Source: an optimization exercise on an open RTL-to-GDS flow (aim: small area, a short achievable clock period and few clock cycles). Production flows keep margins and buffers that such runs may drop.
Function was checked by simulation only, so behaviour that the tests miss may differ from the original.

== v43 ==
## Riscv_core
module Riscv_core
    (
        input                   clk,
        input                   rst_n,
        output  [13:0]          rom_addr,    
        input   [31:0]          inst,
        output  [31:0]          dmem_addr,   
        input   [31:0]          dmem_rdata,  
        output  [31:0]          dmem_wdata,  
        output  [3:0]           dmem_wmask   
    );
    integer     k;
    reg  [31:2] pc_f;
    reg         d_valid;
    reg  [31:0] d_ir;
    reg  [31:2] d_pc;
    reg  [31:2] e_pc;
    reg         e_pred;      
    reg         e_next;      
    reg         e_skip;      
    reg  [31:0] e_a, e_b, e_imm;
    reg  [4:0]  e_rd;
    reg  [2:0]  e_f3;
    reg         e_alt;       
    reg         e_use_b;     
    reg         e_wen, e_aluop, e_load, e_store, e_branch, e_jal, e_jalr;
    reg         e_lui, e_auipc, e_mul, e_div;
    reg  [31:0] m_val, m_wdata;
    reg  [4:0]  m_rd;
    reg  [2:0]  m_f3;
    reg         m_wen, m_load, m_store, m_neg;
    reg  [31:0] rf [1:31];
    wire [31:0] op2   = e_use_b ? e_b : e_imm;
    wire        sub   = e_branch | (e_aluop & ((e_use_b & e_alt & (e_f3 == 3'b000)) |
                                               (e_f3 == 3'b010) | (e_f3 == 3'b011)));
    wire [32:0] sum   = {1'b0, e_a} + {1'b0, op2 ^ {32{sub}}} + {32'd0, sub};
    wire        ltu   = ~sum[32];
    wire        lts   = (e_a[31] != op2[31]) ? e_a[31] : sum[31];
    wire        eq    = (e_a == e_b);
    wire        sh_left = ~e_f3[2];
    wire        sh_fill = e_alt & e_f3[2] & e_a[31];
    reg  [31:0] sh_v, sh_out;
    always @(*) begin
  ...
Size in the first run: about 11000 cells after synthesis, about 1400 flip-flops, about 150 I/O pins.
==> flow/config.mk <==
export PLATFORM = sky130hd
export DESIGN_NAME = Riscv_core
export DESIGN_NICKNAME = Riscv_core
export VERILOG_FILES = /design/flow/design.v
export SDC_FILE = /design/flow/constraint.sdc
export NUM_CORES = 8
export LEC_CHECK = 0
export ABC_AREA = 1
export CAP_MARGIN = 30
export CORE_MARGIN = 2
export CORE_UTILIZATION = 40
export CTS_BUF_LIST = sky130_fd_sc_hd__clkbuf_8
export CTS_CLUSTER_SIZE = 24
export PLACE_DENSITY = 0.5
export SLEW_MARGIN = 20
export SETUP_SLACK_MARGIN = 17
export BUFFER_PORTS_ARGS = -buffer_cell sky130_fd_sc_hd__buf_4
==> flow/constraint.sdc <==
create_clock -name core_clock -period 24.0 [get_ports {clk}]
set_input_delay 4.8000 -clock core_clock [delete_from_list [all_inputs] [get_ports {clk}]]
set_output_delay 4.8000 -clock core_clock [all_outputs]
set_load 0.01 [all_outputs]
standard.sh (not shown) runs the stock make flow with config.mk's settings and CLKGATE_MAP_FILE= SYNTH_SCRIPT=/design/flow/synth_recipe.tcl, a recipe that flattens the netlist after the stock synthesis.
==> flow/flow/run.sh <==
#!/bin/bash
# Standard layout, with the timing repair aiming for a setup margin and
# ordinary buffers (not delay cells) on the ports.
cp standard.sh standard_sh.txt
cp config.mk config_mk_my.txt
echo "export SETUP_SLACK_MARGIN = 17" >> config.mk
echo "export BUFFER_PORTS_ARGS = -buffer_cell sky130_fd_sc_hd__buf_4" >> config.mk
bash standard.sh > standard.log 2>&1
Testbench counts of v43, summed over its fixed seeds: cycles 35,921.
Inputs modified between v43 and v49:
Settings: swapping 0.5 for 0.7 in PLACE_DENSITY.
Notes after the runs:
- STATUS run=v49 STAGES=ALL_DONE FINAL_CHECKS=FAILED CAUSE=capacitance limit, slew limit
- Via count of the first global-routing pass (v49 over v43): decrease, about 1%
- Comparing v49 and v43, non-clock buffer count is higher on v49.
- v49 against v43: count of pins over their slew limit +3; insertion delay of the later-clocked pin in the worst-skew pair +0.06 ns; share of final layout cell area taken by clock buffers and inverters -0.33 points; cell depth of the worst setup path +3; portion of the clock cycle consumed by the worst path in the final layout +1.3 points.
- v43 -> v49: clock transition at the registers of the reported paths flat
For v58, these inputs were changed with respect to v49:
Settings: setting CTS_CLUSTER_DIAMETER to 80 for the first time; changing CTS_BUF_LIST from sky130_fd_sc_hd__clkbuf_8 to sky130_fd_sc_hd__clkbuf_16; changing CTS_CLUSTER_SIZE from 24 to 40; changing PLACE_DENSITY from 0.7 to 0.55.
Having completed the whole flow, v58 delivered a layout that passed the timing, design-rule and antenna checks. Type of the setup path with the least slack = in -> reg: v58; type of the setup path with the least slack = reg -> out: v49. Delta (v58 minus v49): area of all sequential standard cells has remained practically unchanged, endpoint required time on the critical path higher, biggest cell delay along the critical path saw a decrease, critical path depth higher. v58 vs v49: total via count after detailed routing down by a few percent. After detailed routing, v49 needs less wire than v58. Setup WNS v49 -> v58: better. Final hold slack: v58 > v49. The run showing the smaller HPWL after detailed placement is v49.
Relative to v58, the following input files were edited for v53:
Settings: swapping 80 for 60 in CTS_CLUSTER_DIAMETER; swapping 40 for 30 in CTS_CLUSTER_SIZE.
Findings:
Although it ran to completion, v53 produced a layout that fails the final checks because of capacitance limit, slew limit.
Relative to v58, worst-case clock skew decreased by 0.012 ns in v53.
Compared with v58, in v53 core occupancy in the finished layout went up by 0.28 points; area growth from synthesis to layout +0.71 points.
Non-clock buffer count down 25 in v53 wrt v58
diff inputs: v53 => v37
Settings: clearing CTS_CLUSTER_DIAMETER, which used to be 60; swapping sky130_fd_sc_hd__clkbuf_16 for sky130_fd_sc_hd__clkbuf_8 in CTS_BUF_LIST; swapping 17 for 16.8 in SETUP_SLACK_MARGIN; swapping 30 for 24 in CTS_CLUSTER_SIZE.
--- a/flow/flow/run.sh
+++ b/flow/flow/run.sh
@@ -5,3 +5,3 @@
 cp config.mk config_mk_my.txt
-echo "export SETUP_SLACK_MARGIN = 17" >> config.mk
+echo "export SETUP_SLACK_MARGIN = 16.8" >> config.mk
 echo "export BUFFER_PORTS_ARGS = -buffer_cell sky130_fd_sc_hd__buf_4" >> config.mk
Results
- Every stage of the flow completed for v37, and the final layout passed the timing, design-rule and antenna checks.
- [v37] layout buffer count excluding clock buffers fell 15% relative to v53
- Register cell area after layout across v53 and v37: no real change.
- Reported for v53 and v37, count of input and output buffers turned out identical to the last digit.
- v37 against v53: overall die area level, final weighted congestion of routability-driven global placement went up 2.9%.
- Number of clock buffers in the layout (higher): v37

==> static timing again, ports no longer ideal <==
Ports are ideal in the flow. The routed layouts listed here were re-timed in OpenROAD. Step 1, drivers: a clkbuf_16 drives clk and a buf_2 each remaining input, both assumed. Step 2 times the ports against the registers' clock, not the clock port: input delays grow and output delays shrink by t, the midpoint of the rising clock arrivals with the driver on. Slacks: no drivers / after step 1 / after step 2; pairs: no drivers / after step 1.
run | t, ns | slack for setup (ns) | worst hold slack (ns) | worst setup path after step 2 | slew at the worst register clock pin (ns)
v43 | 1.089 | 16.993 / 16.901 / 15.981 | 0.269 / 0.269 / 0.269 | input to register | 0.07 / 0.07
v49 | 1.147 | 16.671 / 16.576 / 15.975 | 0.278 / 0.278 / 0.278 | input to register | 0.09 / 0.09
v58 | 0.905 | 16.911 / 16.954 / 16.049 | 0.346 / 0.346 / 0.346 | input to register | 0.11 / 0.11
v53 | 0.926 | 16.897 / 16.935 / 16.009 | 0.342 / 0.342 / 0.342 | input to register | 0.11 / 0.11
v37 | 1.130 | 16.907 / 16.805 / 15.907 | 0.306 / 0.306 / 0.306 | input to register | 0.09 / 0.09
For v43, which loses most, drivers alone change the setup slack by -0.092 ns; drivers and shift together by -1.012 ns.
